This design comes from an exercise in tuning for small area, a short achievable clock period and few clock cycles per item on the open sky130 flow, not from production work.
Where RTL was checked, it was by simulation tests only, not by an equivalence proof against the original.
Only the layout flow was run in run 2; the RTL was not checked for function there.
Power is estimated from default activity; no workload was simulated.

==> flow/design.v, too long to show whole: its modules and the start of the top module <==
// module multiplier: 1663 lines
// module mul_fa: 4 lines
// module mul_bsel: 3 lines
// module mul_bpp: 3 lines
// module mul_ha: 4 lines
module multiplier #(MANT_BITS=23, EXP_BITS=8)(
	input wire clk,
	input wire reset_n,
	input wire input_valid,
	input logic [EXP_BITS+MANT_BITS:0] in_a,
	input logic [EXP_BITS+MANT_BITS:0] in_b,
	output logic [EXP_BITS+MANT_BITS:0] data_out,
	output logic output_valid
);
  // ...
==> flow/flow/run.sh <==
#!/bin/bash
set -euo pipefail
export BUFFER_PORTS_ARGS="-buffer_cell sky130_fd_sc_hd__buf_4"
bash standard.sh > standard.log 2>&1
==> flow/standard.sh <==
#!/bin/bash
# synth_recipe.tcl (not shown) runs the flow's synth.tcl, then flattens the netlist and writes it again
# the make line also repeats each setting of config.mk as NAME=value (left out here)
make -C /OpenROAD-flow-scripts/flow DESIGN_CONFIG=/design/flow/config.mk WORK_HOME=/design/flow/orfs CLKGATE_MAP_FILE= SYNTH_SCRIPT=/design/flow/synth_recipe.tcl "${@:-finish}"
==> flow/config.mk <==
export PLATFORM = sky130hd
export DESIGN_NAME = multiplier
export DESIGN_NICKNAME = multiplier
export VERILOG_FILES = /design/flow/design.v
export SDC_FILE = /design/flow/constraint.sdc
export NUM_CORES = 4
export LEC_CHECK = 0
export CAP_MARGIN = 20
export CORE_MARGIN = 2
export CORE_UTILIZATION = 65
export SETUP_SLACK_MARGIN = 2.0
export SLEW_MARGIN = 20
export SYNTH_HIERARCHICAL = 1
==> flow/constraint.sdc <==
create_clock -name core_clock -period 8.0 [get_ports {clk}]
set_input_delay 1.6000 -clock core_clock [delete_from_list [all_inputs] [get_ports {clk}]]
set_output_delay 1.6000 -clock core_clock [all_outputs]
set_load 0.01 [all_outputs]
==> metrics.md, run 1 <==
| Metric | Value |
|---|---|
| DR WL met2 | between 20000 and 30000 µm |
| Yosys warning count | 7 |
| Drt total wl | roughly 60000 µm |
| Largest cells by area after synthesis | fa_1, nor2_1, dfxtp_1 |
| GR Overflow Total | 0 |
| Seq cells | between 100 and 150 |
| Comb pwr share | between 70 and 80% |
| Multi-input gates | approximately 1700 |
| Power share of the sequential group | between 10% and 20% |
| DR vias | about 16000 |
| Met1 usage in global routing | slightly above 50% |
| Critical path class | input pin to register |
| M1 WL | around 22000 µm |
| CP Max Fanout | 24 |
| Synthesized area | slightly below 0.02 mm² |
| Clock latency (worst-skew pair) | ~0.39 ns |
| Status | finished clean |
| CTS root buffer | clkbuf_16 |
| Met3 WL | roughly 7300 µm |
| Adder-cell share of the synthesized area | a little under three fifths |
| Simple-gate share of the synthesized area | between 10% and 20% |
| Post-DP Area | ~0.021 mm² |
| Signal buf overhead | 6.31% |
| Die Ht | around 180 µm |
| Starting density of the core | between 60 and 70% |
| Non-Filler Instances | roughly 2400 |
| Hold_sp | st[1]$_DFFE_PN0P_ |
| Final hold vios | 0 |
| FF-to-FF Start | st[1]$_DFFE_PN0P_ |
| Post-CTS Resized | 9 |
| Worst Hold End | st[0]$_DFFE_PN0P_ |
| P_clk | between 0.4 and 0.5 mW |
| Wire length per cell | about 25 µm |
| Antenna-violating nets left | 0 |
| Mux cell area share after synthesis | 3.67% |
| Num CTS Buffers | 9 |
| Die Wd | approximately 180 µm |
| Final setup fails | 0 |
| Most Crowded Layer GR | met2 |
| CP bufs+invs | 2 |
| Critical path origin | in_a[26] |
Testbench counts, summed over its fixed seeds: cycles 3,200, items 3,200.
==> run 2, diff against run 1 <==
--- a/flow/design.v
+++ b/flow/design.v
@@ -1617,24 +1617,24 @@
 	wire s1581, c1582;
 	mul_fa us1581 (s1413, c1494, s1495, s1581, c1582);
 	wire s1583, c1584;
 	mul_fa us1583 (c1414, s1497, c1496, s1583, c1584);
 	wire s1585, c1586;
 	mul_fa us1585 (c1416, s1499, c1498, s1585, c1586);
 	wire s1587, c1588;
 	mul_fa us1587 (pp552, pp575, c1500, s1587, c1588);
-wire [16:0] lo_sum = {1'b0, {c1526, c1524, c1522, c1520, c1518, c1516, c1514, c1512, c1510, c1508, c1506, c1504, c1502, pp49, pp2, pp1}} + {1'b0, {s1527, s1525, s1523, s1521, s1519, s1517, s1515, s1513, s1511, s1509, s1507, s1505, s1503, s1501, pp25, 1'b0}};
-logic [31:0] ra, rb;
+wire [12:0] lo_sum = {1'b0, {c1518, c1516, c1514, c1512, c1510, c1508, c1506, c1504, c1502, pp49, pp2, pp1}} + {1'b0, {s1519, s1517, s1515, s1513, s1511, s1509, s1507, s1505, s1503, s1501, pp25, 1'b0}};
+logic [35:0] ra, rb;
 logic rc;
 logic sgn, inf_r, zero_r;
 always_ff @(posedge clk) begin
-	ra <= {1'b0, pp576, s1587, s1585, c1582, s1581, c1578, c1576, c1574, s1573, c1570, c1568, c1566, c1564, c1562, s1561, c1558, c1556, c1554, c1552, c1550, c1548, c1546, c1544, c1542, c1540, c1538, c1536, c1534, c1532, c1530, c1528};
-	rb <= {1'b0, c1588, c1586, c1584, s1583, c1580, s1579, s1577, s1575, c1572, s1571, s1569, s1567, s1565, s1563, c1560, s1559, s1557, s1555, s1553, s1551, s1549, s1547, s1545, s1543, s1541, s1539, s1537, s1535, s1533, s1531, s1529};
-	rc <= lo_sum[16];
+	ra <= {1'b0, pp576, s1587, s1585, c1582, s1581, c1578, c1576, c1574, s1573, c1570, c1568, c1566, c1564, c1562, s1561, c1558, c1556, c1554, c1552, c1550, c1548, c1546, c1544, c1542, c1540, c1538, c1536, c1534, c1532, c1530, c1528, c1526, c1524, c1522, c1520};
+	rb <= {1'b0, c1588, c1586, c1584, s1583, c1580, s1579, s1577, s1575, c1572, s1571, s1569, s1567, s1565, s1563, c1560, s1559, s1557, s1555, s1553, s1551, s1549, s1547, s1545, s1543, s1541, s1539, s1537, s1535, s1533, s1531, s1529, s1527, s1525, s1523, s1521};
+	rc <= lo_sum[12];
 	sgn <= in_a[31] ^ in_b[31];
 	inf_r <= (ea == 8'hff) || (eb == 8'hff) || (esum >= 10'd382);
 	zero_r <= (za && in_a[22:0] == 0) || (zb && in_b[22:0] == 0) || (esum < 10'd128);
 	if (st == IDLE) begin
 		e <= 9'(esum - 10'd127);
 		s126_r <= (esum == 10'd128);
 	end else if (shifting)
 		e <= e - 9'd1;
@@ -1647,21 +1647,21 @@
 		output_valid <= (st == MUL) || (st == IDLE && input_valid && !slow);
 		case (st)
 			IDLE: if (input_valid && slow) st <= SHIFT;
 			SHIFT: if (!shifting) st <= MUL;
 			default: st <= IDLE;
 		endcase
 	end
 end
-wire [32:0] ps = {ra, 1'b1} + {rb, rc};    
-wire [31:0] p = ps[32:1];                     
-wire p47 = p[31];
-wire p46 = p[30];
-wire [22:0] mo = p47 ? p[30:8] : p[29:7];
+wire [36:0] ps = {ra, 1'b1} + {rb, rc};    
+wire [35:0] p = ps[36:1];                     
+wire p47 = p[35];
+wire p46 = p[34];
+wire [22:0] mo = p47 ? p[34:12] : p[33:11];
 wire [7:0] e1 = e[7:0] + 8'd1;
 wire [7:0] eo = p47 ? e1 : (s126_r && !p46) ? 8'd0 : e[7:0];
 assign data_out = {sgn, inf_r ? {8'hff, 23'd0} : zero_r ? 31'd0 : {eo, mo}};
 endmodule
 module mul_fa(input a, input b, input c, output s, output co);
 	assign s = a ^ b ^ c;
 	assign co = (a & b) | (a & c) | (b & c);
 endmodule
==> run 2 against run 1 <==
  * Highest routed layer is now met5
  * Clock-buffer cell count unchanged
  * Flip-flop and latch count increased by 8
  * Combinational power decreased by 2%
  * Total power increased by 0.26%
  * Sequential power increased by 11%
  * Clock skew increased by 0.0045 ns
==> metrics.md, run 2 <==
| Metric | Value |
|---|---|
| Status | finished clean |
| F_max | between 0.15 and 0.2 GHz |
| DR vias | 16000 (+1.7%) |
| Largest cells by area after synthesis | fa_1, nor2_1, dfxtp_1 |
| Worst Path Required | between 8 and 9 ns |
| Total GRT Usage | 40.4% |
| CP arrival | between 6 and 7 ns |
| Commonest non-fill, non-tap cell in the layout | nor2_1 |
| Post-DR vias/cell | around 6.7 |
| Die Ht | 178 µm (+0.98%) |
| Pin count of the biggest net entering global routing | 46 |
| R2r worst-path depth | 12 |
| Largest regs | ra (35), rb (35), sh (24) |
| Cells after synthesis | a little under 2000 |
| First-pass GRT wire length | 95000 µm |
| Placeable Area | 0.0298 mm² |
| Post-DP HPWL | between 40000 and 50000 µm |
| Crit-path slowest cell | mux2i_2 |
| CTS sink count | between 100 and 150 |
| Cell breakdown of the critical path | buf_4 > mux2i_2 > buf_4 > nor2_1 > fa_1 > fa_1 > fa_1 > fa_1 > fa_1 > fa_1 > fa_1 |
| Worst path depth | 11 |
| Critical path class | input pin to register |
| Worst clock skew | approximately 0.019 ns |
| CTS root buffer | clkbuf_16 |
| Starting density of the core | 66.4% (+0.62 points) |
| GR Overflow Total | 0 (unchanged) |
| Longest Clk Path Bufs | 2 |
| Most numerous cell in the Yosys netlist | nor2_1 |
| Drt total wl | 60800 µm (+1.4%) |
| Drt drc | 0 |
| Die Wd | 178 µm (+0.98%) |
| PD cells | 311 mW/mm² |
| Synth Flop Type | dfxtp_1 |
| Async SR Flop Fraction | under 10% |
| I/O pins | 100 |
| Hold Path Class | register to register |
| Post-synth EDFFs | 34 |
| Highest-count cells in the layout ignoring fill and taps | nor2_1, fa_1, buf_4 |
| Share of cells above drive strength 1 | between 10% and 20% |
| Vias in the first global route | between 15000 and 20000 |
| Most frequent cells after synthesis | nor2_1, fa_1, clkbuf_1 |
| Most common cell on crit path | fa_1 |
| Synthesized area | 0.0198 mm² (+2.0%) |
| Top delay family on crit path | adder cells |
| Wire length per cell | 25.3 µm (+0.42%) |
| Final setup fails | 0 (unchanged) |
| Num CTS Buffers | 9 (unchanged) |
| Power, Total | between 6 and 7 mW |
| Post-CTS setup buffers | 0 |
| VDD IR max | roughly 0.24 mV |
| Crit share post-route | about three quarters |
| Setup TNS | 0 ns |
| RSZ-0062 raised after global routing | yes |
| ANT cells | 0 |
| Area Growth Syn to Fin | 9.61% |
| CTS tree | done |
| Yosys reg bits | 112 |
| Clock period minus worst slack | around 5.9 ns |
| Leakage power | 9.50 nW |
| Sequential share of the synthesized area | between 10% and 20% |
| Initial DRC Count | between 1000 and 1500 |
| Critical Path Source Type | input pin |
| CTS Hold Buffers Added | 0 |
| CP peak stage delay | 0.84 ns |
| Post-Syn Nets | 2595 |
| Initial antenna violation count | 0 |
| CP Max Fanout | 13 (-46%) |
| CP bufs+invs | 2 (unchanged) |
| H-Tree Depth | 3 |
| Synth unique cells | 83 |
| Critical Path End Type | register |
| Die ar. | roughly 0.032 mm² |
| Syn avg cell area | just over 10 µm² |
| Rows | 63 |
| Yosys warning count | 7 (unchanged) |
| Worst-path clk slew | 0.09 ns |
| Synth top area share | ~49% |
| Antenna-violating nets left | 0 (unchanged) |
| Clock latency (worst-skew pair) | 0.40 ns (about the same) |
| # port buffers | 99 |
| Nets | 2642 |
| Hold Crit Depth | 2 |
| Largest area contributor in the netlist | fa_1 |
| Max Slew Vio Count | 0 |
| Final hold vios | 0 (unchanged) |
| Worst Tran Pin Value | 1.08 ns |
| First-pass DRT Iterations | 5 |
| GPL Wtd Cong | about 0.95 |
| Slew headroom | approximately a quarter |
| Max_cap viols | 0 |
[run 2: final cells by class]
type | count | area, µm²
timing repair buffer | 167 | 1310
fill | 2178 | 8110
inverter | 21 | 78.8
tap | 390 | 488
sequential | 112 | 2600
clock buffer | 10 | 229
clock inverter | 6 | 60.1
multi-input combinational | 1700 | 16900
[run 2: logic make-up (layout without fill, tap and decap cells)]
family          count (synthesis)  after routing  share of synthesized area, %
mux                            73             73                          3.69
flops                         112            112                          13.1
simple gates                  809            809                          16.9
buf+inv                       152            204                          3.04
xor+xnor                       35             35                          1.55
compound gates                219            219                          7.66
fa+ha+maj                     564            564                          54.0
[run 2: where the power goes]
part	switching [mW]	internal, mW	total (mW)	leakage [nW]
logic	2.97	2.29	5.25	8.33
registers	0.131	0.879	1.01	1.03
clock network	0.258	0.220	0.478	0.141
[run 2: timing repair]
action / 4_1_cts / 5_1_grt
gates resized for setup: 0 / 12
setup endpoints to repair: 0 / 17
hold endpoints to repair: 0 / 0
[run 2: final timing paths]
kind | start | to | slack, ns
max | in_a[7] | rb[16]$_DFF_P_ | 2.09
min | sh[23]$_SDFFE_PP0P_ | sh[23]$_SDFFE_PP0P_ | 0.62
max reg2reg | st[1]$_DFFE_PN0P_ | rb[11]$_DFF_P_ | 2.13
min reg2reg | sh[23]$_SDFFE_PP0P_ | sh[23]$_SDFFE_PP0P_ | 0.62
max in group asynchronous | reset_n | output_valid$_DFF_PN0_ | 6.92
min in group asynchronous | reset_n | st[0]$_DFFE_PN0P_ | 0.97
[run 2: worst min-delay path, cell delays in order (launching register included)]
cell and delay, ns:
dfxtp_1 0.37, a31oi_1 0.16, nor2_1 0.05
[run 2: through the flow]
| step | cell area (µm²) | utilization [%] | hold WS [ns] | setup WS [ns] | std cells |
|---|---|---|---|---|---|
| detailed placement | 21200 | 71.3 | 0.586 | 1.65 | 2388 |
| floorplan | 19800 | - | 0.497 | 2.03 | 1964 |
| finish | 21700 | 72.8 | 0.624 | 2.09 | 2406 |
| global placement | 21200 | 71.3 | 0.569 | 1.70 | 2388 |
| CTS | 21500 | 72.3 | 0.602 | 2.07 | 2404 |
| global route | 21700 | 72.8 | 0.663 | 1.99 | 2406 |
[run 2: layer usage]
| layer | up-vias | part of all wire [%] | track usage, % |
|---|---|---|---|
| li1 | 6513 | - | - |
| met3 | 279 | 13 | 15.0 |
| met5 | - | 0.094 | 1.28 |
| met2 | 1179 | 45 | 60.4 |
| met1 | 8039 | 36 | 51.6 |
| met4 | 4 | 6.1 | 20.8 |
[run 2: per-module statistics from Yosys, one instance, submodules excluded]
| module | cells inside | flip-flops and latches | area, µm² | copies in the design |
|---|---|---|---|---|
| mul_ha | 1 | 0 | 12.5 | 23 |
| mul_fa | 1 | 0 | 20.0 | 483 |
| multiplier | 1458 | 112 | 9830 | 1 |

[what the ideal ports hide]
The flow's constraints put no driver on any port. The routed layouts listed below were extracted and timed again, unchanged, in two steps.
Step 1: set_driving_cell puts a clkbuf_16 on clk and a buf_2 on each other input, an assumption about the parent block.
Step 2, shift: input delay + t, output delay - t, t = (earliest + latest rising clock arrival at the registers) / 2. This alone moves slack from input paths to output paths.
Three values: ideal, step 1, step 2; two values: the first two.
| run | t (ns) | slack for setup (ns) | hold slack, ns | worst setup path at the end | slew at the worst register clock pin (ns) |
|---|---|---|---|---|---|
| run 1 | 0.436 | 2.165 / 2.195 / 1.760 | 0.598 / 0.598 / 0.598 | input to register | 0.09 / 0.09 |
| run 2 | 0.441 | 2.088 / 2.107 / 1.666 | 0.624 / 0.624 / 0.624 | input to register | 0.09 / 0.09 |
After both steps setup and hold are still met in every run listed. The setup slack of run 2, which loses most, moves by +0.019 ns with the drivers and by -0.422 ns with both steps.
